What follows belongs to an exercise in optimizing a design on an open flow for small area; a production flow would make more cautious choices. Function was not checked in any run shown here: the RTL went through the layout flow alone. No activity file was given, so power comes from the tool's default toggle rates.

==> flow/design.v (outline; a module is shown in full before it is edited, if it fits) <==
// module glyph_rom: 964 lines
// module Top_Student: 723 lines
// module oled_power_enable: 6 lines
module Top_Student (
    input clk,
    input [4:0] btn,
    input [15:0] sw,
    output [7:0] JB,
    output VGA_Hsync,
    output VGA_Vsync,
    output [11:0] VGA_RGB,
    output [13:0] led,
    output [7:0] seg,
    output [3:0] an,
    output reg [1:0] current_main_mode
);
  // ...
==> flow/run.sh <==
#!/bin/bash
# synth_recipe.tcl (not shown) runs the flow's synth.tcl, then flattens the netlist and writes it again
# the make line also repeats each setting of config.mk as NAME=value (left out here)
make -C /OpenROAD-flow-scripts/flow DESIGN_CONFIG=/design/flow/config.mk WORK_HOME=/design/flow/orfs CLKGATE_MAP_FILE= SYNTH_SCRIPT=/design/flow/synth_recipe.tcl finish
==> flow/config.mk <==
export PLATFORM = sky130hd
export DESIGN_NAME = Top_Student
export DESIGN_NICKNAME = Top_Student
export VERILOG_FILES = /design/flow/design.v
export SDC_FILE = /design/flow/constraint.sdc
export NUM_CORES = 4
export LEC_CHECK = 0
export CAP_MARGIN = 20
export CORE_MARGIN = 2
export CORE_UTILIZATION = 30
export CTS_BUF_LIST = sky130_fd_sc_hd__clkbuf_4
export PLACE_DENSITY = 0.4
export SLEW_MARGIN = 20
export SYNTH_MEMORY_MAX_BITS = 32768
==> flow/constraint.sdc <==
create_clock -name core_clock -period 12.0 [get_ports {clk}]
set_input_delay 2.4000 -clock core_clock [delete_from_list [all_inputs] [get_ports {clk}]]
set_output_delay 2.4000 -clock core_clock [all_outputs]
set_load 0.01 [all_outputs]
==> impl_metrics.env, run 1 <==
export IMPL_status="finished clean"
export IMPL_grt_use_met1=0.232
export IMPL_skew_ns=0.0542
export IMPL_crit_top_cell="ha_1"
export IMPL_die_w_microns=315
export IMPL_hpwl_microns=58500
export IMPL_combinationalPower_mw=0.300
export IMPL_wl_met1_microns=40300
export IMPL_drive_above_1_share=0.113
export IMPL_yosys_top_cells_area="dfxtp_1 31%, edfxtp_1 13%, ha_1 6.4%"
export IMPL_combPwrFrac=0.071
export IMPL_powerDensity_mw_per_mm2=130
export IMPL_hold_end="ring[16][3]"
export IMPL_ctsHoldBuffers=0
export IMPL_crit_arrival_ns=9.65
export IMPL_boundaryPins=72
export IMPL_fin_setup_tns_ns=0
export IMPL_grt_use_total=0.170
export IMPL_synth_common_cells="444 x dfxtp_1, 304 x nor2_1, 236 x nand2_1"
export IMPL_fp_coreArea_sq_mm=0.0953
export IMPL_drt_iter0_markers=1991
export IMPL_p_switching_mw=1.09
export IMPL_n_fill_cell=9877
export IMPL_regMostFlops="ring"
export IMPL_end_kind="flop"
export IMPL_setup_viol=0
export IMPL_syn2layout_area_growth_pct=12.4
export IMPL_grt_met3_usage=0.0330
export IMPL_seq_cells=601
==> inputs of run 2 (changes only) <==
--- a/flow/config.mk
+++ b/flow/config.mk
@@ -7,8 +7,9 @@
 export LEC_CHECK = 0
 export CAP_MARGIN = 20
 export CORE_MARGIN = 2
-export CORE_UTILIZATION = 30
-export CTS_BUF_LIST = sky130_fd_sc_hd__clkbuf_4
-export PLACE_DENSITY = 0.4
+export CORE_UTILIZATION = 40
+export CTS_BUF_LIST = sky130_fd_sc_hd__clkbuf_2 sky130_fd_sc_hd__clkbuf_4
+export CTS_CLUSTER_SIZE = 20
+export PLACE_DENSITY = 0.5
 export SLEW_MARGIN = 20
 export SYNTH_MEMORY_MAX_BITS = 32768
==> impl_metrics.env, run 2 <==
export IMPL_synthArstFlopShare=0.0483
export IMPL_mostFrequentLayoutCells="444 x dfxtp_1, 304 x nor2_1, 236 x nand2_1"
export IMPL_relSlewSlack=0.274
export IMPL_fmax_mhz=111
export IMPL_powerDensity_mw_per_mm2=131
export IMPL_hp_class="reg -> reg"
export IMPL_grt_pass1_wl_microns=125000
export IMPL_path_max_fanout=13
export IMPL_drive_above_1_share=0.111
export IMPL_grt_use_total=0.209
export IMPL_cts_htree_levels=4
export IMPL_start_util=0.405
export IMPL_fp_coreArea_sq_mm=0.0716
export IMPL_pre_cts_ws_ns=3.18
export IMPL_gr_total_overflow=0
export IMPL_grt_pass1_vias=22945
export IMPL_syn2layout_area_growth_pct=11.1
export IMPL_slew_violations=0
export IMPL_fin_crit_sh=0.748
export IMPL_antenna_found_initial=5
export IMPL_setup_viol=0
export IMPL_clock_path_buffers=3
export IMPL_layout_commonest_cell="dfxtp_1"
export IMPL_postRouteAntennaNets=0
export IMPL_skew_ns=0.0762
export IMPL_largest_register_ffs=320
export IMPL_timing_final_crit_period_ns=8.97
export IMPL_grt_max_degree=42
export IMPL_boundaryPins=72
export IMPL_synthFlopType="dfxtp_1"
export IMPL_drv_cap=0
export IMPL_drc=0
export IMPL_wl_microns=78900
export IMPL_tightest_slew_ns=1.09
export IMPL_status="finished clean"
export IMPL_ys_seq_area_frac=0.464
export IMPL_end_kind="flop"
export IMPL_clkPwrFrac=0.425
export IMPL_combPwrFrac=0.069
export IMPL_ys_ff_latch=601
export IMPL_p_int_mw=3.13
export IMPL_numPortBuffers=43
export IMPL_yosysWarnings=5
export IMPL_numPlacedInstances=3959
export IMPL_leakage_nw=12.5
export IMPL_critPathRequiredTime_ns=12.74
export IMPL_vias_per_cell=5.55
export IMPL_yosys_area_top_type="dfxtp_1"
export IMPL_peakVddDrop_v=0.0000839
export IMPL_postCtsSetupRepairBufs=0
export IMPL_p_switching_mw=1.08
export IMPL_rsz0062_at_grt="false"
export IMPL_cts_sinks=601
export IMPL_hpwl_microns=54000
export IMPL_power_mw=4.22
export IMPL_synth_cells=3114
export IMPL_yosysUniqueCellTypes=101
export IMPL_ctsResizeCount=0
export IMPL_finalNonFillerCells=4251
export IMPL_synth_common_cells="444 x dfxtp_1, 304 x nor2_1, 236 x nand2_1"
export IMPL_swShare=0.257
export IMPL_crit_slowest_cell="ha_1"
export IMPL_post_route_util=0.449
export IMPL_insertion_delay_ns=1.02
export IMPL_ctsHoldBuffers=0
export IMPL_synth_edf_count=128
export IMPL_synth_most_common_cell="dfxtp_1"
export IMPL_crit_path_max_incr_delay_ns=0.53
export IMPL_crit_top_cell="ha_1"
export IMPL_synth_cell_area_sq_mm=0.0290
export IMPL_yosys_area_top_type_share=0.307
export IMPL_first_pass_iters=6
export IMPL_critPathKind="reg -> reg"
export IMPL_cts_root_buf="clkbuf_4"
export IMPL_setup_slack_ns=3.03
export IMPL_via_count=23595
export IMPL_cp_num_buf_inv=5
export IMPL_final_cell_area_sq_mm=0.0322
export IMPL_die_w_microns=273
export IMPL_wire_per_inst_microns=18.6
export IMPL_die_y_microns=273
export IMPL_syn_area_per_cell_sq_um=9.31
export IMPL_cp_top_family="compound AO/OA/AOI/OAI gates"
export IMPL_start_kind="flop"
export IMPL_dieArea_sq_mm=0.0746
export IMPL_report_final_hold_viol_count=0
export IMPL_crit_arrival_ns=9.71
export IMPL_whs_ns=0.289
export IMPL_power_frac_seq=0.505
export IMPL_drt_iter0_markers=2123
export IMPL_place_congestion=0.954
export IMPL_fp_row_count=98
export IMPL_largestRegisters="ring (320), bcnt (50), kbuf (50)"
export IMPL_cts_buffers=157
export IMPL_tritoncts="built"
export IMPL_post_dp_cell_area_sq_mm=0.0301
export IMPL_final_nets=3348
export IMPL_path_clk_slew_ns=0.07
export IMPL_regMostFlops="ring"
export IMPL_fin_setup_tns_ns=0
export IMPL_yosys_top_cells_area="dfxtp_1 31%, edfxtp_1 13%, ha_1 6.4%"
-- run 2: layout make-up --
type / count / area, sq um
clock inverters: 53 / 350
inverters: 141 / 529
fillers: 7009 / 39400
flip-flops and latches: 601 / 13500
repair buffers: 89 / 771
well taps: 950 / 1190
multi-input cells: 2178 / 14100
diodes: 10 / 25.0
clock buffers: 229 / 1720
-- run 2: path summary, 6_finish.rpt --
kind,from,end,slack (ns),cells after the start
worst min-delay path,ring[3][3],ring[4][3],0.29,0
min in group asynchronous,sw[15],hc[3],1.44,2
worst min register to register,ring[3][3],ring[4][3],0.29,0
max in group asynchronous,sw[15],col2[0],9.76,3
worst max-delay path,st[0],obit,3.03,34
worst max register to register,st[0],obit,3.03,34
-- run 2: kinds of logic (layout without fill, tap and decap cells) --
kind of cell               Yosys count  after routing  share of synthesized area
AOI/OAI and AO/OA                  775            775                      0.179
adders and majority gates          158            158                     0.0706
and+or+nand+nor                   1057           1057                      0.180
xor gates and xnor gates           119            119                     0.0360
other                                2             23                   0.000259
muxes                               56             56                     0.0201
DFF                                601            601                      0.464
buffers and inverters              346            512                     0.0499
-- run 2: power groups by stage --
stage               Sequential [mW]  Clock (mW)  Combinational, mW
global placement               2.17           0              0.283
CTS                            2.13        1.87              0.291
detailed placement             2.17           0              0.289
finish                         2.13        1.79              0.293
floorplan                      2.16           0              0.206
global route                   2.13        1.98              0.324
-- run 2: per-layer routing --
layer / global-route usage / wire length, microns
met1: 0.283 / 36400
met4: 0.0808 / 2170
met3: 0.0453 / 4700
met5: 0 / 27
met2: 0.326 / 35600
==> module Top_Student, before the edit <==
module Top_Student (
    input clk,
    input [4:0] btn,
    input [15:0] sw,
    output [7:0] JB,
    output VGA_Hsync,
    output VGA_Vsync,
    output [11:0] VGA_RGB,
    output [13:0] led,
    output [7:0] seg,
    output [3:0] an,
    output reg [1:0] current_main_mode
);
    wire reset = ~sw[15];
    localparam [5:0] CH_EQ = 6'd32, CH_E = 6'd33, CH_A = 6'd34, CH_L = 6'd35,
                     CH_U = 6'd36, CH_T = 6'd37, CH_O = 6'd38, CH_R = 6'd39,
                     CH_G = 6'd40, CH_P = 6'd41, CH_H = 6'd42, CH_ARROW = 6'd43,
                     CH_BLANK = 6'd63;
    reg [1:0] ph;
    reg [9:0] hc, vc;
    reg       hs_r, vs_r;
    always @(posedge clk or posedge reset) begin
        if (reset) begin
            ph   <= 2'd0;
            hc   <= 10'd0;
            vc   <= 10'd0;
            hs_r <= 1'b0;
            vs_r <= 1'b0;
        end else begin
            ph <= ph + 2'd1;
            if (ph == 2'd0) begin
                if (hc == 10'd799) begin
                    hc <= 10'd0;
                    vc <= (vc == 10'd524) ? 10'd0 : vc + 10'd1;
                end else begin
                    hc <= hc + 10'd1;
                end
            end
            hs_r <= (hc >= 10'd656) && (hc <= 10'd751);
            vs_r <= (vc >= 10'd513) && (vc <= 10'd514);
        end
    end
    wire ph0 = (ph == 2'd0);
    wire ph1 = (ph == 2'd1);
    wire ph2 = (ph == 2'd2);
    wire ph3 = (ph == 2'd3);
    assign VGA_Hsync = hs_r;
    assign VGA_Vsync = vs_r;
    wire video_on = (hc < 10'd640) && (vc < 10'd480);
    reg [4:0] bsync, bff, bout, bprev;
    reg [9:0] bcnt [0:4];     
    integer i;
    always @(posedge clk) begin
        bprev <= bout;
        if (reset) begin
            bsync <= 5'd0;
            bff   <= 5'd0;
            bout  <= 5'd0;
        end else begin
            bsync <= btn;
            for (i = 0; i < 5; i = i + 1) begin
                bout[i] <= ~bff[i] & bsync[i];
                if (~bff[i] & bsync[i]) begin
                    bff[i]  <= 1'b1;
                    bcnt[i] <= 10'd1;
                end else if (bff[i] & ~bsync[i]) begin
                    if (bcnt[i] != 10'd982)
                        bcnt[i] <= {bcnt[i][8:0], bcnt[i][9] ^ bcnt[i][6]};
                    else
                        bff[i] <= 1'b0;
                end
            end
        end
    end
    reg req, tgt, sel;
    wire welcome = (current_main_mode == 2'b01);
    always @(posedge clk or posedge reset) begin
        if (reset)
            current_main_mode <= 2'b00;
        else if (current_main_mode == 2'b00)
            current_main_mode <= 2'b01;
        else if (welcome && req)
            current_main_mode <= {1'b1, tgt};
    end
    always @(posedge clk) begin
        if (welcome && bout[0])
            tgt <= sel;
        if (reset) begin
            req <= 1'b0;
            sel <= 1'b0;
        end else begin
            req <= welcome & (req | bout[0]);
            if (welcome) begin
                if (bout[4])
                    sel <= 1'b1;
                else if (bout[1])
                    sel <= 1'b0;
            end
        end
    end
    reg [19:0] blink;
    reg        vis;
    always @(posedge clk) begin
        if (reset) begin
            blink <= 20'd1;
            vis   <= 1'b1;
        end else if (blink == 20'd564798) begin
            blink <= 20'd1;
            vis   <= 1'b1;
        end else begin
            blink <= {blink[18:0], blink[19] ^ blink[16]};
            if (blink == 20'd964510)
                vis <= 1'b0;
        end
    end
    reg       kpage;
    reg [1:0] srow;
    reg [2:0] scol;
    reg [4:0] klen;
    reg [4:0] kcode;
    reg       kvalid;
    reg [4:0] kbuf [0:9];
    wire       en = current_main_mode[1];
    wire [4:0] pr = en ? bprev : 5'd0;    
    reg [4:0] kc;
    always @(*) begin
        kc = 5'd0;
        if (!kpage) begin
            case ({srow, scol})
                5'b00_000: kc = 5'd7;
                5'b00_001: kc = 5'd8;
                5'b00_010: kc = 5'd9;
                5'b00_011: kc = 5'd13;
                5'b00_100: kc = 5'd24;
                5'b01_000: kc = 5'd4;
                5'b01_001: kc = 5'd5;
                5'b01_010: kc = 5'd6;
                5'b01_011: kc = 5'd12;
                5'b01_100: kc = 5'd27;
                5'b10_000: kc = 5'd1;
                5'b10_001: kc = 5'd2;
                5'b10_010: kc = 5'd3;
                5'b10_011: kc = 5'd11;
                5'b10_100: kc = 5'd10;
                5'b11_000: kc = 5'd0;
                5'b11_001: kc = 5'd22;
                5'b11_010: kc = 5'd14;
                5'b11_011: kc = 5'd19;
                5'b11_100: kc = 5'd23;
                default:   kc = 5'd0;
            endcase
        end else begin
            case ({srow, scol[1:0]})
                4'b00_00: kc = 5'd15;
                4'b00_01: kc = 5'd16;
                4'b00_10: kc = 5'd17;
                4'b01_00: kc = 5'd25;
                4'b01_01: kc = 5'd26;
                4'b01_10: kc = 5'd28;
                4'b10_00: kc = 5'd18;
                4'b10_01: kc = 5'd20;
                4'b10_10: kc = 5'd21;
                default:  kc = 5'd0;
            endcase
        end
    end
    function [1:0] nchars;           
        input [4:0] k;
        nchars = (k == 5'd15 || k == 5'd16 || k == 5'd17) ? 2'd2 :
                 (k == 5'd18) ? 2'd1 : 2'd0;
    endfunction
    function [4:0] char1;
        input [4:0] k;
        char1 = (k == 5'd15) ? 5'd29 : (k == 5'd16) ? 5'd30 :
                (k == 5'd17) ? 5'd31 : 5'd23;
    endfunction
    function [4:0] char2;
        input [4:0] k;
        char2 = (k == 5'd16) ? 5'd15 : 5'd23;
    endfunction
    function [19:0] lanes;
        input [4:0] k;
        input [1:0] b;
        reg [4:0] s0, s1, s2;
        begin
            s0 = k; s1 = char1(k); s2 = char2(k);
            case (b)
                2'd0: lanes = {5'd0, s2, s1, s0};
                2'd1: lanes = {s2, s1, s0, 5'd0};
                2'd2: lanes = {s1, s0, 5'd0, s2};
                default: lanes = {s0, 5'd0, s2, s1};
            endcase
        end
    endfunction
    wire [1:0] kn = nchars(kc);
    wire k_is_op = (kc == 5'd10) || (kc == 5'd11) || (kc == 5'd12) || (kc == 5'd13);
    wire k_ctrl = (kc == 5'd23) || (kc == 5'd24) || (kc == 5'd27) || k_is_op;
    wire k_fits = (kn == 2'd2) ? (klen < 5'd29) : (kn == 2'd1) ? (klen < 5'd30) : (klen < 5'd31);
    wire centre = pr[0] & ~pr[1] & ~pr[2] & ~pr[3] & ~pr[4];
    wire k_op_wr = centre & k_is_op & (klen != 5'd0);
    wire k_app = centre & ~k_ctrl & k_fits;
    wire [4:0] kbase = k_is_op ? 5'd0 : klen;
    wire [1:0] kwn = k_is_op ? 2'd0 : kn;
    wire [19:0] klanes = lanes(kc, kbase[1:0]);
    always @(posedge clk) begin
        if (k_op_wr | k_app) begin
            for (i = 0; i < 10; i = i + 1) begin
                if ((kbase == i) || (kwn != 2'd0 && kbase + 5'd1 == i) ||
                    (kwn == 2'd2 && kbase + 5'd2 == i))
                    kbuf[i] <= klanes[(i % 4) * 5 +: 5];
            end
        end
    end
    always @(posedge clk) begin
        if (reset) begin
            kpage  <= 1'b0;
            srow   <= 2'd0;
            scol   <= 3'd0;
            klen   <= 5'd0;
            kcode  <= 5'd0;
            kvalid <= 1'b0;
        end else begin
            kvalid <= 1'b0;
            if (pr[1]) begin                                   
                if (srow != 2'd0) srow <= srow - 2'd1;
            end else if (pr[4]) begin                          
                if (!kpage) begin
                    if (srow != 2'd3) srow <= srow + 2'd1;
                end else begin
                    if (srow < 2'd2) srow <= srow + 2'd1;
                end
            end else if (pr[2]) begin                          
                if (scol == 3'd0 && kpage) begin
                    kpage <= 1'b0;
                    srow  <= 2'd0;
                    scol  <= 3'd4;
                end else if (scol != 3'd0) begin
                    scol <= scol - 3'd1;
                end
            end else if (pr[3]) begin                          
                if (!kpage) begin
                    if (scol == 3'd4) begin
                        kpage <= 1'b1;
                        srow  <= 2'd0;
                        scol  <= 3'd0;
                    end else begin
                        scol <= scol + 3'd1;
                    end
                end else begin
                    if (scol < 3'd2) scol <= scol + 3'd1;
                end
            end else if (pr[0]) begin                          
                kvalid <= 1'b1;
                kcode  <= kc;
                if (kc == 5'd24)
                    klen <= 5'd0;
                else if (kc == 5'd27) begin
                    if (klen != 5'd0) klen <= klen - 5'd1;
                end else if (k_is_op) begin
                    if (klen != 5'd0) klen <= 5'd1;
                end else if (kc == 5'd23)
                    klen <= 5'd0;
                else if (k_fits)
                    klen <= klen + {3'd0, kn} + 5'd1;
            end
        end
    end
    reg       kv_d;                  
    reg [6:0] len;
    reg       complete;
    wire [1:0] kn_s = nchars(kcode);
    wire       s_fits = (kn_s == 2'd2) ? (len < 7'd62) : (kn_s == 2'd1) ? (len < 7'd63) : (len < 7'd64);
    wire       s_ctrl = (kcode == 5'd23) || (kcode == 5'd24) || (kcode == 5'd27);
    wire       s_app = kv_d & ~s_ctrl & s_fits;
    reg [5:0] rr;
    reg [4:0] ring [0:63];
    reg       pv;
    reg [7:0] plife;
    always @(posedge clk) begin
        if (reset) begin
            pv <= 1'b0;
        end else if (s_app) begin
            pv    <= 1'b1;
            plife <= 8'd0;
        end else if (pv) begin
            plife <= plife + 8'd1;
            if (plife == 8'd255)
                pv <= 1'b0;
        end
    end
    function [4:0] echar;
        input [4:0] k;
        input [1:0] e;
        echar = (e == 2'd2) ? k :
                (e == 2'd1) ? ((nchars(k) == 2'd2) ? char1(k) : k) :
                (nchars(k) == 2'd0) ? k : (k == 5'd16) ? 5'd15 : 5'd23;
    endfunction
    wire [5:0] w_e = len[5:0] + rr;                     
    wire       ring_wr = pv && (w_e <= {4'd0, kn_s});
    always @(posedge clk) begin
        rr <= rr + 6'd1;
        for (i = 63; i > 0; i = i - 1)
            ring[i] <= ring[i - 1];
        ring[0] <= ring_wr ? echar(kcode, w_e[1:0]) : ring[63];
    end
    wire [9:0] tx = hc - 10'd69;
    wire [5:0] ci = tx[8:3];
    wire [5:0] cn = ci + 6'd1;
    wire       cap = (~rr[4:0] == cn[4:0]);
    wire [4:0] capv = (~rr[5] == cn[5]) ? ring[63] : ring[31];
    reg  [4:0] nxt, cur;
    always @(posedge clk) begin
        if (cap)
            nxt <= capv;
        if (ph0 && tx[2:0] == 3'd7)
            cur <= cap ? capv : nxt;
    end
    wire [5:0] r_e = len[5:0] - 6'd1 - ci;
    wire [4:0] sval = (pv && r_e <= {4'd0, kn_s}) ? echar(kcode, r_e[1:0]) : cur;
    always @(posedge clk) begin
        if (reset) begin
            kv_d     <= 1'b0;
            len      <= 7'd0;
            complete <= 1'b0;
        end else begin
            kv_d <= kvalid;
            if (kv_d) begin
                if (kcode == 5'd24) begin
                    len      <= 7'd0;
                    complete <= 1'b0;
                end else if (kcode == 5'd27) begin
                    if (len != 7'd0) len <= len - 7'd1;
                    complete <= 1'b0;
                end else if (kcode == 5'd23) begin
                    complete <= 1'b1;
                end else if (s_fits) begin
                    len      <= len + {5'd0, kn_s} + 7'd1;
                    complete <= 1'b0;
                end
            end
        end
    end
    assign led = {current_main_mode, len[6:1], kvalid, kcode};
    assign seg = 8'b11111111;
    assign an  = 4'b1111;
    reg [4:0] st;
    reg [5:0] cnt;
    reg [9:0] dly;           
    reg       pix;
    reg [3:0] flo;           
    reg [6:0] fx, fy;
    reg       obit;          
    wire fbegin  = (flo == 4'd0) && (fx == 7'd0) && (fy == 7'd0);
    wire sending = (st == 5'd31);
    wire [4:0] nst = (st == 5'd30) ? (fbegin ? 5'd31 : 5'd30) :
                     (st == 5'd31) ? ((fx == 7'd95 && fy == 7'd63) ? 5'd27 : 5'd31) :
                     st + 5'd1;
    reg [5:0] nbits;
    reg [9:0] ndly;
    always @(*) begin
        case (nst)
            5'd1, 5'd2:  begin nbits = 6'd0;  ndly = 10'd658;  end
            5'd4, 5'd8, 5'd23:
                         begin nbits = 6'd8;  ndly = 10'd838;  end
            5'd24:       begin nbits = 6'd40; ndly = 10'd838;  end
            5'd25:       begin nbits = 6'd0;  ndly = 10'd1005; end
            5'd26:       begin nbits = 6'd8;  ndly = 10'd1;    end
            5'd27:       begin nbits = 6'd0;  ndly = 10'd838;  end
            5'd28, 5'd29:begin nbits = 6'd24; ndly = 10'd838;  end
            5'd30:       begin nbits = 6'd0;  ndly = 10'd652;  end
            5'd31:       begin nbits = 6'd16; ndly = 10'd652;  end
            5'd0:        begin nbits = 6'd0;  ndly = 10'd1005; end
            default:     begin nbits = 6'd16; ndly = 10'd838;  end
        endcase
    end
    always @(posedge clk) begin
        if (reset) begin
            st  <= 5'd0;
            cnt <= 6'd0;
            dly <= 10'd652;
            flo <= 4'd0;
            fx  <= 7'd0;
            fy  <= 7'd0;
        end else if (ph3) begin
            if (fy == 7'd67 && fx == 7'd78 && flo == 4'd5) begin
                flo <= 4'd0;
                fx  <= 7'd0;
                fy  <= 7'd0;
            end else begin
                flo <= flo + 4'd1;
                if (flo == 4'd15) begin
                    if (fx == 7'd95) begin
                        fx <= 7'd0;
                        fy <= fy + 7'd1;
                    end else begin
                        fx <= fx + 7'd1;
                    end
                end
            end
            if (cnt > 6'd1) begin
                cnt <= cnt - 6'd1;
            end else if (dly != 10'd652) begin
                cnt <= 6'd0;
                dly <= {dly[8:0], dly[9] ^ dly[6]};
            end else begin
                st  <= nst;
                cnt <= nbits;
                dly <= ndly;
            end
        end
    end
    always @(posedge clk) begin
        if (ph3 && cnt <= 6'd1 && dly == 10'd652)
            pix <= current_main_mode[1] & obit;
    end
    reg [39:0] word;
    always @(*) begin
        case (st)
            5'd3:  word = 40'hFD12;
            5'd4:  word = 40'hAE;
            5'd5:  word = 40'hA072;
            5'd6:  word = 40'hA100;
            5'd7:  word = 40'hA200;
            5'd8:  word = 40'hA4;
            5'd9:  word = 40'hA83F;
            5'd10: word = 40'hAD8E;
            5'd11: word = 40'hB00B;
            5'd12: word = 40'hB131;
            5'd13: word = 40'hB3F0;
            5'd14: word = 40'h8A64;
            5'd15: word = 40'h8B78;
            5'd16: word = 40'h8C64;
            5'd17: word = 40'hBB3A;
            5'd18: word = 40'hBE3E;
            5'd19: word = 40'h8706;
            5'd20: word = 40'h8191;
            5'd21: word = 40'h8250;
            5'd22: word = 40'h837D;
            5'd23: word = 40'h25;
            5'd24: word = 40'h2500005F3F;
            5'd26: word = 40'hAF;
            5'd28: word = 40'h15005F;
            5'd29: word = 40'h75003F;
            5'd31: word = {40{pix}};
            default: word = 40'h0;
        endcase
    end
    wire [5:0] bitn = cnt - 6'd1;
    wire busy = (cnt != 6'd0);
    assign JB[0] = ~busy;
    assign JB[1] = busy & word[bitn];
    assign JB[2] = 1'b0;
    assign JB[3] = ph[1] | ~busy;
    assign JB[4] = sending;
    assign JB[5] = (st != 5'd1);
    assign JB[6] = (st >= 5'd25);
    oled_power_enable oled_power_enable_inst (
        .reset(reset),
        .pmoden(JB[7])
    );
    wire [6:0] ox = sending ? fx : 7'd0;
    wire [5:0] oy = sending ? fy[5:0] : 6'd0;
    reg       d_in_input, d_in_kp, d_cursor, d_selcell;
    reg [3:0] d_idx;
    reg [2:0] d_fcol, d_frow;
    reg [5:0] d_label;
    reg [1:0] d_r;
    reg [2:0] d_c;
    reg [2:0] d_bx;
    reg [5:0] d_by;
    reg [6:0] d_x0;
    reg [4:0] d_w;
    reg [6:0] d_dx;
    reg [5:0] d_dy;
    always @(*) begin
        d_in_input = 1'b0;
        d_in_kp    = 1'b0;
        d_cursor   = 1'b0;
        d_idx      = 4'd0;
        d_fcol     = 3'd0;
        d_frow     = 3'd0;
        d_label    = CH_BLANK;
        d_r        = 2'd0;
        d_c        = 3'd0;
        d_x0       = 7'd0;
        d_w        = 5'd0;
        d_by       = 6'd0;
        d_dx       = 7'd0;
        d_dy       = 6'd0;
        if (oy <= 6'd7) begin
            d_frow = oy[2:0];
            if      (ox >= 7'd2  && ox <= 7'd9)  begin d_idx = 4'd0; d_x0 = 7'd2;  d_in_input = 1'b1; end
            else if (ox >= 7'd11 && ox <= 7'd18) begin d_idx = 4'd1; d_x0 = 7'd11; d_in_input = 1'b1; end
            else if (ox >= 7'd20 && ox <= 7'd27) begin d_idx = 4'd2; d_x0 = 7'd20; d_in_input = 1'b1; end
            else if (ox >= 7'd29 && ox <= 7'd36) begin d_idx = 4'd3; d_x0 = 7'd29; d_in_input = 1'b1; end
            else if (ox >= 7'd38 && ox <= 7'd45) begin d_idx = 4'd4; d_x0 = 7'd38; d_in_input = 1'b1; end
            else if (ox >= 7'd47 && ox <= 7'd54) begin d_idx = 4'd5; d_x0 = 7'd47; d_in_input = 1'b1; end
            else if (ox >= 7'd56 && ox <= 7'd63) begin d_idx = 4'd6; d_x0 = 7'd56; d_in_input = 1'b1; end
            else if (ox >= 7'd65 && ox <= 7'd72) begin d_idx = 4'd7; d_x0 = 7'd65; d_in_input = 1'b1; end
            else if (ox >= 7'd74 && ox <= 7'd81) begin d_idx = 4'd8; d_x0 = 7'd74; d_in_input = 1'b1; end
            else if (ox >= 7'd83 && ox <= 7'd90) begin d_idx = 4'd9; d_x0 = 7'd83; d_in_input = 1'b1; end
            d_dx = ox - d_x0;
            d_fcol = d_dx[2:0];
            d_in_input = d_in_input && ({1'b0, d_idx} < klen);
            d_cursor = vis && ({2'b00, ox} == {4'd0, klen} * 9 + 9'd2);
        end else if (oy >= 6'd12) begin
            if (!kpage) begin
                if (ox < 7'd95) begin
                    if      (oy < 6'd25) begin d_r = 2'd0; d_by = 6'd14; end
                    else if (oy < 6'd38) begin d_r = 2'd1; d_by = 6'd27; end
                    else if (oy < 6'd51) begin d_r = 2'd2; d_by = 6'd40; end
                    else                 begin d_r = 2'd3; d_by = 6'd53; end
                    if      (ox < 7'd19) begin d_c = 3'd0; d_x0 = 7'd5;  end
                    else if (ox < 7'd38) begin d_c = 3'd1; d_x0 = 7'd24; end
                    else if (ox < 7'd57) begin d_c = 3'd2; d_x0 = 7'd43; end
                    else if (ox < 7'd76) begin d_c = 3'd3; d_x0 = 7'd62; end
                    else                 begin d_c = 3'd4; d_x0 = 7'd81; end
                    d_dx = ox - d_x0;
                    d_dy = oy - d_by;
                    if (ox >= d_x0 && d_dx < 7'd8 && oy >= d_by && d_dy < 6'd8) begin
                        d_in_kp = 1'b1;
                        d_fcol  = d_dx[2:0];
                        d_frow  = d_dy[2:0];
                    end
                    case ({d_r, d_c})
                        5'b00_000: d_label = 6'd7;
                        5'b00_001: d_label = 6'd8;
                        5'b00_010: d_label = 6'd9;
                        5'b00_011: d_label = 6'd13;
                        5'b00_100: d_label = 6'd24;
                        5'b01_000: d_label = 6'd4;
                        5'b01_001: d_label = 6'd5;
                        5'b01_010: d_label = 6'd6;
                        5'b01_011: d_label = 6'd12;
                        5'b01_100: d_label = 6'd27;
                        5'b10_000: d_label = 6'd1;
                        5'b10_001: d_label = 6'd2;
                        5'b10_010: d_label = 6'd3;
                        5'b10_011: d_label = 6'd11;
                        5'b10_100: d_label = 6'd10;
                        5'b11_000: d_label = 6'd0;
                        5'b11_001: d_label = 6'd22;
                        5'b11_010: d_label = 6'd14;
                        5'b11_011: d_label = 6'd19;
                        5'b11_100: d_label = CH_EQ;
                        default:   d_label = CH_BLANK;
                    endcase
                end
            end else begin
                if      (oy < 6'd29) begin d_r = 2'd0; d_by = 6'd16; end
                else if (oy < 6'd46) begin d_r = 2'd1; d_by = 6'd33; end
                else                 begin d_r = 2'd2; d_by = 6'd50; end
                if      (ox < 7'd32) d_c = 3'd0;
                else if (ox < 7'd64) d_c = 3'd1;
                else                 d_c = 3'd2;
                case ({d_r, d_c[1:0]})
                    4'b00_00, 4'b00_01, 4'b00_10: d_w = 5'd24;
                    4'b10_00:                     d_w = 5'd16;
                    default:                      d_w = 5'd8;
                endcase
                d_x0 = {d_c[1:0], 5'd0} + ((d_w == 5'd24) ? 7'd4 : (d_w == 5'd16) ? 7'd8 : 7'd12);
                d_dx = ox - d_x0;
                d_dy = oy - d_by;
                if (ox >= d_x0 && d_dx < {2'b00, d_w} && oy >= d_by && d_dy < 6'd8) begin
                    d_in_kp = 1'b1;
                    d_fcol  = d_dx[2:0];
                    d_frow  = d_dy[2:0];
                end
                case ({d_r, d_c[1:0], d_dx[4:3]})
                    6'b00_00_00: d_label = 6'd15;
                    6'b00_00_01: d_label = 6'd29;
                    6'b00_00_10: d_label = 6'd23;
                    6'b00_01_00: d_label = 6'd16;
                    6'b00_01_01: d_label = 6'd30;
                    6'b00_01_10: d_label = 6'd15;
                    6'b00_10_00: d_label = 6'd17;
                    6'b00_10_01: d_label = 6'd31;
                    6'b00_10_10: d_label = 6'd23;
                    6'b01_00_00: d_label = 6'd25;
                    6'b01_01_00: d_label = 6'd26;
                    6'b01_10_00: d_label = 6'd28;
                    6'b10_00_00: d_label = 6'd18;
                    6'b10_00_01: d_label = 6'd23;
                    6'b10_01_00: d_label = 6'd20;
                    6'b10_10_00: d_label = 6'd21;
                    default:     d_label = CH_BLANK;
                endcase
            end
        end
        d_selcell = d_in_kp && (d_r == srow) && (d_c == scol);
    end
    reg       a_buf;
    reg [5:0] a_code;
    reg [2:0] a_row;
    always @(posedge clk) begin
        if (ph1) begin
            a_buf  <= d_in_input;
            a_code <= d_in_input ? {2'b00, d_idx} : d_in_kp ? d_label : CH_BLANK;
            a_row  <= d_frow;
        end else if (ph2 && a_buf) begin
            a_code <= {1'b0, kbuf[a_code[3:0]]};
        end
    end
    wire       t_before_len = (tx[9:3] < len);
    wire [5:0] calc_code = t_before_len ? {1'b0, sval} : CH_BLANK;
    wire [2:0] calc_row = vc[2:0] - 3'd1;
    wire yb1 = (vc >= 10'd208) && (vc < 10'd216);
    wire yb2 = (vc >= 10'd224) && (vc < 10'd232);
    wire yb3 = (vc >= 10'd272) && (vc < 10'd280);
    wire yb4 = (vc >= 10'd308) && (vc < 10'd316);
    wire wr1 = yb1 && (hc >= 10'd296) && (hc < 10'd344);
    wire wr2 = yb2 && (hc >= 10'd280) && (hc < 10'd360);
    wire wa3 = yb3 && (hc >= 10'd272) && (hc < 10'd280);
    wire wr3 = yb3 && (hc >= 10'd280) && (hc < 10'd360);
    wire wa4 = yb4 && (hc >= 10'd284) && (hc < 10'd292);
    wire wr4 = yb4 && (hc >= 10'd292) && (hc < 10'd348);
    wire wtext = wr1 | wr2 | wr3 | wr4;
    wire wreg_s  = wtext | (~sel & wa3)   | (sel & wa4);
    wire [9:0] w1x = hc - 10'd296;
    wire [9:0] w2x = hc - 10'd280;
    wire [9:0] w4x = hc - 10'd292;
    reg [5:0] wel_code;
    always @(*) begin
        wel_code = CH_BLANK;
        if (wr1) begin
            case (w1x[5:3])
                3'd0, 3'd1: wel_code = CH_E;
                3'd2, 3'd4: wel_code = 6'd2;
                3'd3:       wel_code = 6'd0;
                default:    wel_code = 6'd6;
            endcase
        end else if (wr2 | wr3) begin
            case (w2x[6:3])
                4'd0, 4'd3: wel_code = 6'd24;
                4'd1, 4'd6: wel_code = CH_A;
                4'd2, 4'd5: wel_code = CH_L;
                4'd4:       wel_code = CH_U;
                4'd7:       wel_code = CH_T;
                4'd8:       wel_code = CH_O;
                default:    wel_code = CH_R;
            endcase
        end else if ((~sel & wa3) | (sel & wa4)) begin
            wel_code = CH_ARROW;
        end else if (wr4) begin
            case (w4x[5:3])
                3'd0:       wel_code = CH_G;
                3'd1, 3'd6: wel_code = CH_R;
                3'd2:       wel_code = CH_A;
                3'd3:       wel_code = CH_P;
                3'd4:       wel_code = CH_H;
                default:    wel_code = CH_E;
            endcase
        end
    end
    wire [2:0] wel_row = yb4 ? (vc[2:0] ^ 3'd4) : vc[2:0];
    wire [2:0] wcol_next = (hc[2:0] + 3'd1) ^ (yb4 ? 3'd4 : 3'd0);
    wire [2:0] wel_bit = 3'd0 - wcol_next;
    wire [5:0] r_code = ph1 ? calc_code : ph3 ? a_code : wel_code;
    wire [2:0] r_row  = ph1 ? calc_row  : ph3 ? a_row  : wel_row;
    wire [2:0] r_bit  = ph1 ? (3'd7 - tx[2:0]) : ph3 ? (3'd7 - d_fcol) : wel_bit;
    wire r_pix;
    glyph_rom glyph_rom_inst (
        .code(r_code),
        .row(r_row),
        .col(r_bit),
        .pix(r_pix)
    );
    reg t_pix;         
    reg w_pix;
    always @(posedge clk) begin
        if (ph1) t_pix <= r_pix;
        if (ph2)
            w_pix <= r_pix;
        if (ph3) obit <= d_cursor | (d_in_input & r_pix) | (d_in_kp & (d_selcell ^ r_pix));
    end
    reg w_on;
    always @(posedge clk)
        w_on <= wreg_s & w_pix;
    localparam [2:0] C_BLACK = 3'd0, C_WHITE = 3'd1, C_RED = 3'd2,
                     C_GREEN = 3'd3, C_GRAY = 3'd4, C_LBLUE = 3'd5;
    wire rows_txt = (vc >= 10'd41) && (vc < 10'd49);
    wire render   = rows_txt && t_before_len;
    wire cur_here = vis && complete && rows_txt && (tx[2:0] == 3'd0) && (tx[9:3] == len);
    wire in_xbox  = (hc >= 10'd61) && (hc <= 10'd581);
    wire in_box   = in_xbox && (vc >= 10'd25) && (vc <= 10'd65);
    wire border   = (vc == 10'd25) || (vc == 10'd65) || (hc == 10'd61) || (hc == 10'd581);
    wire in_graph = in_xbox && (vc >= 10'd75) && (vc <= 10'd470);
    reg [2:0] col_next;
    always @(*) begin
        case (current_main_mode)
            2'b00: col_next = C_BLACK;
            2'b01: col_next = w_on ? C_WHITE : C_BLACK;
            2'b10: col_next = render ? (t_pix ? C_WHITE : C_BLACK) :
                              cur_here ? (len[6] ? C_RED : C_GREEN) :
                              in_box ? (border ? C_WHITE : C_BLACK) : C_GRAY;
            default: col_next = render ? (t_pix ? C_WHITE : C_BLACK) :
                                in_box ? (border ? C_WHITE : C_BLACK) :
                                in_graph ? C_LBLUE : C_GRAY;
        endcase
    end
    reg [2:0] col1;
    always @(posedge clk) begin
        if (reset) col1 <= C_BLACK;
        else col1 <= col_next;
    end
    reg [2:0] col2;
    always @(posedge clk or posedge reset) begin
        if (reset) col2 <= C_BLACK;
        else if (ph0) col2 <= col1;
    end
    reg [11:0] rgb;
    always @(*) begin
        case (col2)
            C_WHITE: rgb = 12'hFFF;
            C_RED:   rgb = 12'hF00;
            C_GREEN: rgb = 12'h0F0;
            C_GRAY:  rgb = 12'h888;
            C_LBLUE: rgb = 12'hCCF;
            default: rgb = 12'h000;
        endcase
    end
    assign VGA_RGB = video_on ? rgb : 12'h000;
endmodule
==> inputs of run 3 (changes only) <==
--- a/flow/design.v
+++ b/flow/design.v
@@ -1012,27 +1012,25 @@
     assign VGA_Hsync = hs_r;
     assign VGA_Vsync = vs_r;
     wire video_on = (hc < 10'd640) && (vc < 10'd480);
-    reg [4:0] bsync, bff, bout, bprev;
-    reg [9:0] bcnt [0:4];     
+    reg [4:0] bsync, bout, bprev;
+    reg [9:0] bcnt [0:4];
     integer i;
     always @(posedge clk) begin
         bprev <= bout;
         if (reset) begin
             bsync <= 5'd0;
-            bff   <= 5'd0;
             bout  <= 5'd0;
+            for (i = 0; i < 5; i = i + 1)
+                bcnt[i] <= 10'd940;
         end else begin
             bsync <= btn;
             for (i = 0; i < 5; i = i + 1) begin
-                bout[i] <= ~bff[i] & bsync[i];
-                if (~bff[i] & bsync[i]) begin
-                    bff[i]  <= 1'b1;
-                    bcnt[i] <= 10'd1;
-                end else if (bff[i] & ~bsync[i]) begin
-                    if (bcnt[i] != 10'd982)
-                        bcnt[i] <= {bcnt[i][8:0], bcnt[i][9] ^ bcnt[i][6]};
-                    else
-                        bff[i] <= 1'b0;
+                bout[i] <= (bcnt[i] == 10'd940) & bsync[i];
+                if (bcnt[i] == 10'd940) begin
+                    if (bsync[i])
+                        bcnt[i] <= 10'd1;
+                end else if (~bsync[i]) begin
+                    bcnt[i] <= {bcnt[i][8:0], bcnt[i][9] ^ bcnt[i][6]};
                 end
             end
         end
@@ -1084,7 +1082,7 @@
     reg [4:0] klen;
     reg [4:0] kcode;
     reg       kvalid;
-    reg [4:0] kbuf [0:9];
+    reg [4:0] kring [0:9];           
     wire       en = current_main_mode[1];
     wire [4:0] pr = en ? bprev : 5'd0;    
     reg [4:0] kc;
@@ -1162,20 +1160,9 @@
     wire k_ctrl = (kc == 5'd23) || (kc == 5'd24) || (kc == 5'd27) || k_is_op;
     wire k_fits = (kn == 2'd2) ? (klen < 5'd29) : (kn == 2'd1) ? (klen < 5'd30) : (klen < 5'd31);
     wire centre = pr[0] & ~pr[1] & ~pr[2] & ~pr[3] & ~pr[4];
+    wire kvalid_next = centre;
     wire k_op_wr = centre & k_is_op & (klen != 5'd0);
     wire k_app = centre & ~k_ctrl & k_fits;
-    wire [4:0] kbase = k_is_op ? 5'd0 : klen;
-    wire [1:0] kwn = k_is_op ? 2'd0 : kn;
-    wire [19:0] klanes = lanes(kc, kbase[1:0]);
-    always @(posedge clk) begin
-        if (k_op_wr | k_app) begin
-            for (i = 0; i < 10; i = i + 1) begin
-                if ((kbase == i) || (kwn != 2'd0 && kbase + 5'd1 == i) ||
-                    (kwn == 2'd2 && kbase + 5'd2 == i))
-                    kbuf[i] <= klanes[(i % 4) * 5 +: 5];
-            end
-        end
-    end
     always @(posedge clk) begin
         if (reset) begin
             kpage  <= 1'b0;
@@ -1239,18 +1226,25 @@
     wire       s_app = kv_d & ~s_ctrl & s_fits;
     reg [5:0] rr;
     reg [4:0] ring [0:63];
-    reg       pv;
+    reg       pv, kpv;
     reg [7:0] plife;
     always @(posedge clk) begin
-        if (reset) begin
-            pv <= 1'b0;
-        end else if (s_app) begin
-            pv    <= 1'b1;
+        if (kvalid_next)
             plife <= 8'd0;
-        end else if (pv) begin
+        else if (plife != 8'd255)
             plife <= plife + 8'd1;
-            if (plife == 8'd255)
+        if (reset) begin
+            pv  <= 1'b0;
+            kpv <= 1'b0;
+        end else begin
+            if (s_app)
+                pv <= 1'b1;
+            else if (plife == 8'd255)
                 pv <= 1'b0;
+            if (k_op_wr | k_app)
+                kpv <= 1'b1;
+            else if (plife == 8'd255)
+                kpv <= 1'b0;
         end
     end
     function [4:0] echar;
@@ -1268,6 +1262,18 @@
             ring[i] <= ring[i - 1];
         ring[0] <= ring_wr ? echar(kcode, w_e[1:0]) : ring[63];
     end
+    reg [3:0] kr;
+    wire k_opk = (kcode == 5'd10) || (kcode == 5'd11) || (kcode == 5'd12) || (kcode == 5'd13);
+    wire [1:0] kn_k = k_opk ? 2'd0 : nchars(kcode);
+    wire [3:0] kw_l = 4'd9 - kr;                         
+    wire [4:0] kw_e = klen - 5'd1 - {1'b0, kw_l};
+    wire       kring_wr = kpv && (kw_e <= {3'd0, kn_k});
+    always @(posedge clk) begin
+        kr <= (kr == 4'd9) ? 4'd0 : kr + 4'd1;
+        for (i = 9; i > 0; i = i - 1)
+            kring[i] <= kring[i - 1];
+        kring[0] <= kring_wr ? echar(kcode, kw_e[1:0]) : kring[9];
+    end
     wire [9:0] tx = hc - 10'd69;
     wire [5:0] ci = tx[8:3];
     wire [5:0] cn = ci + 6'd1;
@@ -1314,6 +1320,7 @@
     reg       pix;
     reg [3:0] flo;           
     reg [6:0] fx, fy;
+    reg [3:0] u9, s9;        
     reg       obit;          
     wire fbegin  = (flo == 4'd0) && (fx == 7'd0) && (fy == 7'd0);
     wire sending = (st == 5'd31);
@@ -1346,19 +1353,31 @@
             flo <= 4'd0;
             fx  <= 7'd0;
             fy  <= 7'd0;
+            u9  <= 4'd7;
+            s9  <= 4'd0;
         end else if (ph3) begin
             if (fy == 7'd67 && fx == 7'd78 && flo == 4'd5) begin
                 flo <= 4'd0;
                 fx  <= 7'd0;
                 fy  <= 7'd0;
+                u9  <= 4'd7;
+                s9  <= 4'd0;
             end else begin
                 flo <= flo + 4'd1;
                 if (flo == 4'd15) begin
                     if (fx == 7'd95) begin
                         fx <= 7'd0;
                         fy <= fy + 7'd1;
+                        u9 <= 4'd7;
+                        s9 <= 4'd0;
                     end else begin
                         fx <= fx + 7'd1;
+                        if (u9 == 4'd8) begin
+                            u9 <= 4'd0;
+                            s9 <= s9 + 4'd1;
+                        end else begin
+                            u9 <= u9 + 4'd1;
+                        end
                     end
                 end
             end
@@ -1453,21 +1472,11 @@
         d_dx       = 7'd0;
         d_dy       = 6'd0;
         if (oy <= 6'd7) begin
-            d_frow = oy[2:0];
-            if      (ox >= 7'd2  && ox <= 7'd9)  begin d_idx = 4'd0; d_x0 = 7'd2;  d_in_input = 1'b1; end
-            else if (ox >= 7'd11 && ox <= 7'd18) begin d_idx = 4'd1; d_x0 = 7'd11; d_in_input = 1'b1; end
-            else if (ox >= 7'd20 && ox <= 7'd27) begin d_idx = 4'd2; d_x0 = 7'd20; d_in_input = 1'b1; end
-            else if (ox >= 7'd29 && ox <= 7'd36) begin d_idx = 4'd3; d_x0 = 7'd29; d_in_input = 1'b1; end
-            else if (ox >= 7'd38 && ox <= 7'd45) begin d_idx = 4'd4; d_x0 = 7'd38; d_in_input = 1'b1; end
-            else if (ox >= 7'd47 && ox <= 7'd54) begin d_idx = 4'd5; d_x0 = 7'd47; d_in_input = 1'b1; end
-            else if (ox >= 7'd56 && ox <= 7'd63) begin d_idx = 4'd6; d_x0 = 7'd56; d_in_input = 1'b1; end
-            else if (ox >= 7'd65 && ox <= 7'd72) begin d_idx = 4'd7; d_x0 = 7'd65; d_in_input = 1'b1; end
-            else if (ox >= 7'd74 && ox <= 7'd81) begin d_idx = 4'd8; d_x0 = 7'd74; d_in_input = 1'b1; end
-            else if (ox >= 7'd83 && ox <= 7'd90) begin d_idx = 4'd9; d_x0 = 7'd83; d_in_input = 1'b1; end
-            d_dx = ox - d_x0;
-            d_fcol = d_dx[2:0];
-            d_in_input = d_in_input && ({1'b0, d_idx} < klen);
-            d_cursor = vis && ({2'b00, ox} == {4'd0, klen} * 9 + 9'd2);
+            d_frow     = oy[2:0];
+            d_fcol     = u9[2:0];
+            d_idx      = s9 - 4'd1;
+            d_in_input = sending && (u9 != 4'd8) && (s9 != 4'd0) && (s9 <= 4'd10) && ({1'b0, s9} <= klen);
+            d_cursor   = sending && vis && (u9 == 4'd0) && ({1'b0, s9} == klen + 5'd1);
         end else if (oy >= 6'd12) begin
             if (!kpage) begin
                 if (ox < 7'd95) begin
@@ -1563,9 +1572,16 @@
             a_code <= d_in_input ? {2'b00, d_idx} : d_in_kp ? d_label : CH_BLANK;
             a_row  <= d_frow;
         end else if (ph2 && a_buf) begin
-            a_code <= {1'b0, kbuf[a_code[3:0]]};
+            a_code <= {1'b0, kval};
         end
     end
+    wire [3:0] kt = (u9 == 4'd8) ? s9 : s9 - 4'd1;
+    reg  [4:0] kcap;
+    always @(posedge clk)
+        if (kw_l == kt)
+            kcap <= kring[9];
+    wire [4:0] kr_e = klen - 5'd1 - {1'b0, a_code[3:0]};
+    wire [4:0] kval = (kpv && kr_e <= {3'd0, kn_k}) ? echar(kcode, kr_e[1:0]) : kcap;
     wire       t_before_len = (tx[9:3] < len);
     wire [5:0] calc_code = t_before_len ? {1'b0, sval} : CH_BLANK;
     wire [2:0] calc_row = vc[2:0] - 3'd1;
==> flow/config.mk (replaced) <==
export PLATFORM = sky130hd
export DESIGN_NAME = Top_Student
export DESIGN_NICKNAME = Top_Student
export VERILOG_FILES = /design/flow/design.v
export SDC_FILE = /design/flow/constraint.sdc
export NUM_CORES = 4
export LEC_CHECK = 0
export CAP_MARGIN = 20
export CORE_MARGIN = 2
export CORE_UTILIZATION = 30
export CTS_CLUSTER_DIAMETER = 80
export CTS_CLUSTER_SIZE = 30
export PLACE_DENSITY = 0.4
export SLEW_MARGIN = 20
export SYNTH_MEMORY_MAX_BITS = 32768
==> impl_metrics.env, run 3 <==
export IMPL_grt_max_degree=76
export IMPL_grt_use_total=0.158
export IMPL_post_route_util=0.330
export IMPL_die_y_microns=310
export IMPL_start_util=0.302
export IMPL_end_kind="flop"
export IMPL_fin_setup_tns_ns=0
export IMPL_yosysWarnings=5
export IMPL_gr_total_overflow=0
export IMPL_synth_most_common_cell="dfxtp_1"
export IMPL_skew_ns=0.0285
export IMPL_rsz0062_at_grt="false"
export IMPL_first_pass_iters=7
export IMPL_yosys_area_top_type_share=0.400
export IMPL_n_fill_cell=9491
export IMPL_synth_cells=3086
export IMPL_place_congestion=0.846
export IMPL_wire_per_inst_microns=18.0
export IMPL_ys_seq_area_frac=0.453
export IMPL_postRouteAntennaNets=0
export IMPL_wl_microns=77300
export IMPL_critPathKind="reg -> reg"
export IMPL_die_w_microns=310
export IMPL_cts_root_buf="clkbuf_16"
export IMPL_mostFrequentLayoutCells="560 x dfxtp_1, 310 x nand2_1, 238 x nor2_1"
export IMPL_fmax_mhz=99.0
export IMPL_ys_ff_latch=614
export IMPL_largest_register_ffs=320
export IMPL_yosysUniqueCellTypes=109
export IMPL_yosys_top_cells_area="dfxtp_1 40%, ha_1 6.6%, nand2_1 4.2%"
export IMPL_grt_pass1_vias=21034
export IMPL_hpwl_microns=54800
export IMPL_postCtsSetupRepairBufs=0
export IMPL_grt_met3_usage=0.0260
export IMPL_syn_area_per_cell_sq_um=9.08
export IMPL_setup_viol=0
export IMPL_grt_pass1_wl_microns=121000
export IMPL_drive_above_1_share=0.0448
export IMPL_drv_cap=0
export IMPL_ctsHoldBuffers=0
export IMPL_relSlewSlack=0.296
export IMPL_report_final_hold_viol_count=0
export IMPL_cts_buffers=36
export IMPL_vias_per_cell=5.12
export IMPL_clock_path_buffers=3
export IMPL_numPortBuffers=43
export IMPL_insertion_delay_ns=0.58
export IMPL_antenna_found_initial=0
export IMPL_start_kind="flop"
export IMPL_grt_busiest_layer="met2"
export IMPL_regMostFlops="ring"
export IMPL_synthFlopType="dfxtp_1"
export IMPL_peakVddDrop_v=0.0000875
export IMPL_grt_use_met1=0.221
export IMPL_path_max_fanout=22
export IMPL_cts_sinks=614
export IMPL_fp_coreArea_sq_mm=0.0929
export IMPL_dieArea_sq_mm=0.0958
export IMPL_largestRegisters="ring (320), bcnt (50), kring (50)"
export IMPL_status="finished clean"
export IMPL_tightest_slew_ns=1.03
export IMPL_crit_arrival_ns=10.43
export IMPL_syn2layout_area_growth_pct=9.50
export IMPL_synthArstFlopShare=0.0472
export IMPL_leakage_nw=11.9
export IMPL_ctsResizeCount=0
export IMPL_synth_edf_count=25
export IMPL_fp_row_count=112
export IMPL_drc=0
export IMPL_use_met2=0.249
export IMPL_path_clk_slew_ns=0.11
export IMPL_synth_common_cells="560 x dfxtp_1, 310 x nand2_1, 238 x nor2_1"
export IMPL_fin_crit_sh=0.842
export IMPL_cts_htree_levels=2
export IMPL_critPathRequiredTime_ns=12.33
export IMPL_tritoncts="built"
export IMPL_slew_violations=0
export IMPL_powerDensity_mw_per_mm2=126
export IMPL_hp_class="reg -> reg"
export IMPL_layout_commonest_cell="dfxtp_1"
export IMPL_final_nets=3193
export IMPL_yosys_area_top_type="dfxtp_1"
export IMPL_via_count=21972
export IMPL_synth_cell_area_sq_mm=0.0280
export IMPL_boundaryPins=72
export IMPL_drt_iter0_markers=1753
export IMPL_timing_final_crit_period_ns=10.10
[run 3: cell count changes after synthesis, sizes merged, moves of 13 or more]
cell    before  now
nor4bb       0   13
edfxtp     128   25
nor2       304  239
a211oi      51   37
nor2b       77   56
clkbuf     141  112
buf         64   79
nand2b      40   26
dfxtp      444  560
o211ai      26   46
nand2      237  310
[run 3: final cells by class]
| class | instances | area, sq um | share of cell area |
|---|---|---|---|
| flip-flops and latches | 614 | 12700 | 0.414 |
| multi-input cells | 2150 | 14000 | 0.456 |
| repair buffers | 69 | 623 | 0.0203 |
| diodes | 1 | 2.50 | 0.0000816 |
| clock inverters | 20 | 350 | 0.0114 |
| inverters | 142 | 536 | 0.0175 |
| clock buffers | 38 | 930 | 0.0303 |
| well taps | 1254 | 1570 | 0.0511 |
[run 3: routing by layer]
layer	share of wire	wire, microns
met5	0	0
met4	0.021	1620
met3	0.053	4060
met1	0.48	37400
met2	0.44	34300
[run 3: final timing paths]
path | start | to | slack, ns | cells past startpoint
max | st[0] | obit | 1.90 | 25
min | kring[4][4] | kring[5][4] | 0.32 | 0
max reg2reg | st[0] | obit | 1.90 | 25
min reg2reg | kring[4][4] | kring[5][4] | 0.32 | 0
max in group asynchronous | sw[15] | current_main_mode[0] | 9.07 | 2
min in group asynchronous | sw[15] | col2[1] | 2.36 | 2
[run 3: power by group]
part / internal (mW) / switching (mW) / leakage, nW
logic: 0.120 / 0.163 / 6.09
clock network: 0.642 / 0.777 / 0.618
registers: 2.11 / 0.0490 / 5.16
total: 2.87 / 0.989 / 11.9
[run 3: metrics by stage]
step	cell area (sq um)	power, mW	std cells	worst slack [ns]	hold slack (ns)
after floorplan	28100	2.41	3097	4.90	0.310
after global placement	29400	2.49	4229	2.05	0.310
after detailed placement	29400	2.49	4229	2.12	0.312
after CTS	30700	3.94	4287	2.05	0.325
after global routing	30700	4.05	4287	1.30	0.317
final	30700	3.86	4288	1.90	0.319
[run 3: logic make-up (layout without fill, tap and decap cells)]
group,after synthesis,count (layout),synth area share
buffers and inverters,333,269,0.0506
adders and majority gates,163,163,0.0751
xor gates and xnor gates,118,118,0.0374
other,2,14,0.000268
DFF,614,614,0.453
and+or+nand+nor,1018,1018,0.178
muxes,57,57,0.0209
AOI/OAI and AO/OA,781,781,0.185
[run 3: critical path, stage by stage, from the launching register on]
cell and delay [ns]:
dfxtp_1 0.44, ha_1 0.56, nand4_4 0.48, o21ai_0 0.57, ha_1 0.26, inv_1 0.05
fa_1 0.42, xor2_1 0.64, ha_1 0.39, a2111oi_2 0.37, o21ai_1 0.19, o31ai_4 0.42
a21boi_1 0.84, a221oi_1 0.21, a211oi_1 0.23, a21oi_1 0.16, ha_1 0.94, o221ai_1 0.24
a2111oi_0 0.93, a21oi_1 0.10, a221oi_1 0.27, a311oi_1 0.10, nor2_1 0.14, a41oi_2 0.30
xnor2_1 0.23, a221o_1 0.36
==> inputs of run 4 (changes only) <==
--- a/flow/config.mk
+++ b/flow/config.mk
@@ -8,8 +8,8 @@
 export CAP_MARGIN = 20
 export CORE_MARGIN = 2
 export CORE_UTILIZATION = 30
-export CTS_CLUSTER_DIAMETER = 80
-export CTS_CLUSTER_SIZE = 30
+export CTS_CLUSTER_DIAMETER = 50
+export CTS_CLUSTER_SIZE = 40
 export PLACE_DENSITY = 0.4
 export SLEW_MARGIN = 20
 export SYNTH_MEMORY_MAX_BITS = 32768
==> impl_metrics.env, run 4 <==
export IMPL_fp_coreArea_sq_mm=0.0929
export IMPL_fin_setup_tns_ns=0
export IMPL_drive_above_1_share=0.0660
export IMPL_grt_max_degree=76
export IMPL_combPwrFrac=0.061
export IMPL_first_pass_iters=5
export IMPL_syn_area_per_cell_sq_um=9.08
export IMPL_status="finished clean"
export IMPL_cp_num_buf_inv=1
export IMPL_synth_common_cells="560 x dfxtp_1, 310 x nand2_1, 238 x nor2_1"
export IMPL_power_frac_seq=0.464
export IMPL_regMostFlops="ring"
export IMPL_setup_slack_ns=1.87
export IMPL_rsz0062_at_grt="false"
export IMPL_final_cell_area_sq_mm=0.0319
export IMPL_grt_pass1_wl_microns=122000
export IMPL_antenna_found_initial=0
export IMPL_crit_path_max_incr_delay_ns=0.93
export IMPL_yosys_top_cells_area="dfxtp_1 40%, ha_1 6.6%, nand2_1 4.2%"
export IMPL_via_count=22203
export IMPL_mostFrequentLayoutCells="560 x dfxtp_1, 310 x nand2_1, 238 x nor2_1"
export IMPL_drt_iter0_markers=1755
export IMPL_drv_cap=0
export IMPL_crit_arrival_ns=10.47
export IMPL_postCtsSetupRepairBufs=0
export IMPL_hpwl_microns=54800
export IMPL_die_y_microns=310
export IMPL_critPathKind="reg -> reg"
export IMPL_synth_cells=3086
export IMPL_report_final_hold_viol_count=0
export IMPL_fmax_mhz=98.7
export IMPL_dieArea_sq_mm=0.0958
export IMPL_ctsResizeCount=0
export IMPL_post_dp_cell_area_sq_mm=0.0294
export IMPL_ctsHoldBuffers=0
export IMPL_clkPwrFrac=0.475
export IMPL_yosysWarnings=5
export IMPL_synth_most_common_cell="dfxtp_1"
export IMPL_p_switching_mw=1.18
export IMPL_cts_htree_levels=3
export IMPL_ys_ff_latch=614
export IMPL_grt_pass1_vias=21399
export IMPL_clock_path_buffers=3
export IMPL_setup_viol=0
export IMPL_hp_class="reg -> reg"
export IMPL_pre_cts_ws_ns=2.12
export IMPL_insertion_delay_ns=0.63
export IMPL_synth_edf_count=25
export IMPL_swShare=0.254
export IMPL_critPathRequiredTime_ns=12.34
export IMPL_wire_per_inst_microns=17.8
export IMPL_gr_total_overflow=0
export IMPL_start_util=0.302
export IMPL_end_kind="flop"
export IMPL_fin_crit_sh=0.844
export IMPL_syn2layout_area_growth_pct=14.0
export IMPL_synthArstFlopShare=0.0472
export IMPL_synthFlopType="dfxtp_1"
export IMPL_yosys_area_top_type_share=0.400
export IMPL_vias_per_cell=5.09
export IMPL_postRouteAntennaNets=0
export IMPL_largest_register_ffs=320
export IMPL_place_congestion=0.846
export IMPL_wl_microns=77700
export IMPL_layout_commonest_cell="dfxtp_1"
export IMPL_grt_use_total=0.160
export IMPL_powerDensity_mw_per_mm2=146
export IMPL_path_max_fanout=22
export IMPL_drc=0
export IMPL_timing_final_crit_period_ns=10.13
export IMPL_crit_top_cell="ha_1"
export IMPL_peakVddDrop_v=0.0000905
export IMPL_boundaryPins=72
export IMPL_fp_row_count=112
export IMPL_largestRegisters="ring (320), bcnt (50), kring (50)"
export IMPL_tritoncts="built"
export IMPL_cts_root_buf="clkbuf_16"
export IMPL_cp_top_family="compound AO/OA/AOI/OAI gates"
export IMPL_numPortBuffers=43
export IMPL_cts_sinks=614
export IMPL_skew_ns=0.0656
export IMPL_ys_seq_area_frac=0.453
export IMPL_slew_violations=0
export IMPL_crit_slowest_cell="a2111oi_0"
export IMPL_final_nets=3228
export IMPL_relSlewSlack=0.271
export IMPL_yosysUniqueCellTypes=109
export IMPL_p_int_mw=3.47
export IMPL_tightest_slew_ns=1.09
export IMPL_path_clk_slew_ns=0.08
export IMPL_start_kind="flop"
export IMPL_synth_cell_area_sq_mm=0.0280
export IMPL_whs_ns=0.309
export IMPL_cts_buffers=71
export IMPL_die_w_microns=310
export IMPL_leakage_nw=12.5
export IMPL_yosys_area_top_type="dfxtp_1"
## run 4: cell counts after synthesis
Identical to the previous run, type by type.
## run 4: power groups by stage
stage	Sequential, mW	Clock [mW]	Combinational, mW
after floorplan	2.19	0	0.220
after global placement	2.21	0	0.282
after detailed placement	2.21	0	0.286
after CTS	2.16	2.30	0.287
after global routing	2.17	2.39	0.320
final	2.16	2.21	0.282
## run 4: final cells by class
class,count,area [sq um]
fillers,9419,61000
multi-input cells,2150,14000
flip-flops and latches,614,12700
clock buffers,82,1880
well taps,1254,1570
clock inverters,50,648
repair buffers,69,623
inverters,142,536
diodes,1,2.50
## run 4: worst reg2reg max path: cells and delay by family, from the launching register on
family          cells  cell delay (ns)
compound gates     14             5.17
fa+ha+maj           5             2.56
xor+xnor            2             0.87
simple gates        3             0.76
flops               1             0.43
buf+inv             1             0.06
## run 4: routing by layer
layer | vias up | track usage | routed length [microns]
li1 | 10846 | - | -
met1 | 10578 | 0.221 | 37200
met5 | - | 0 | 0
met2 | 624 | 0.247 | 34000
met4 | 0 | 0.0501 | 2020
met3 | 155 | 0.0336 | 4410
## run 4: cells by family after synthesis
family | after synthesis | synth area share
XOR/XNOR | 118 | 0.0374
AO/OA/AOI/OAI | 781 | 0.185
buffers and inverters | 333 | 0.0506
adder cells (fa/ha/maj) | 163 | 0.0751
other | 2 | 0.000268
multiplexers | 57 | 0.0209
AND/OR/NAND/NOR | 1018 | 0.178
flip-flops | 614 | 0.453
## run 4: final timing paths
path | start | depth (start not counted) | slack (ns) | endpoint
setup / recovery | st[0] | 25 | 1.87 | obit
hold / removal | ring[24][0] | 0 | 0.31 | ring[25][0]
setup reg to reg | st[0] | 25 | 1.87 | obit
hold reg to reg | ring[24][0] | 0 | 0.31 | ring[25][0]
max in group asynchronous | sw[15] | 2 | 9.09 | current_main_mode[1]
min in group asynchronous | sw[15] | 2 | 2.33 | col2[1]
## run 4: stage by stage
step	instances	total power, mW	util
2_1_floorplan	3097	2.41	-
3_3_place_gp	4229	2.49	0.316
3_5_place_dp	4229	2.49	0.316
4_1_cts	4361	4.75	0.344
5_1_grt	4361	4.89	0.344
6_report	4362	4.66	0.344

==> separate check: timing with driven ports <==
No port has a modelled driver above. Below, the same layouts with a new extraction and two added sets of constraints. Step 1 (the two cells are an assumption about what drives the block):
set clk [get_ports {clk}]
set_driving_cell -lib_cell sky130_fd_sc_hd__clkbuf_16 $clk
set_driving_cell -lib_cell sky130_fd_sc_hd__buf_2 [delete_from_list [all_inputs] $clk]
Step 2 moves the port delays by t, midway between the first and last clock arrival at a register: inputs arrive t later, outputs are due t later. That takes back most of the time a late clock gives input paths. Slacks: ideal ports / drivers / drivers and shift; pairs: ideal ports / drivers.
run	t, ns	slack for setup (ns)	worst register clock-pin slew, ns
run 1	1.047	3.095 / 3.095 / 3.095	0.07 / 0.07
run 2	1.037	3.030 / 3.030 / 3.030	0.08 / 0.08
run 3	0.634	1.899 / 1.899 / 1.899	0.11 / 0.11
run 4	0.663	1.870 / 1.870 / 1.870	0.08 / 0.08
After both steps setup and hold are still met in every run listed.
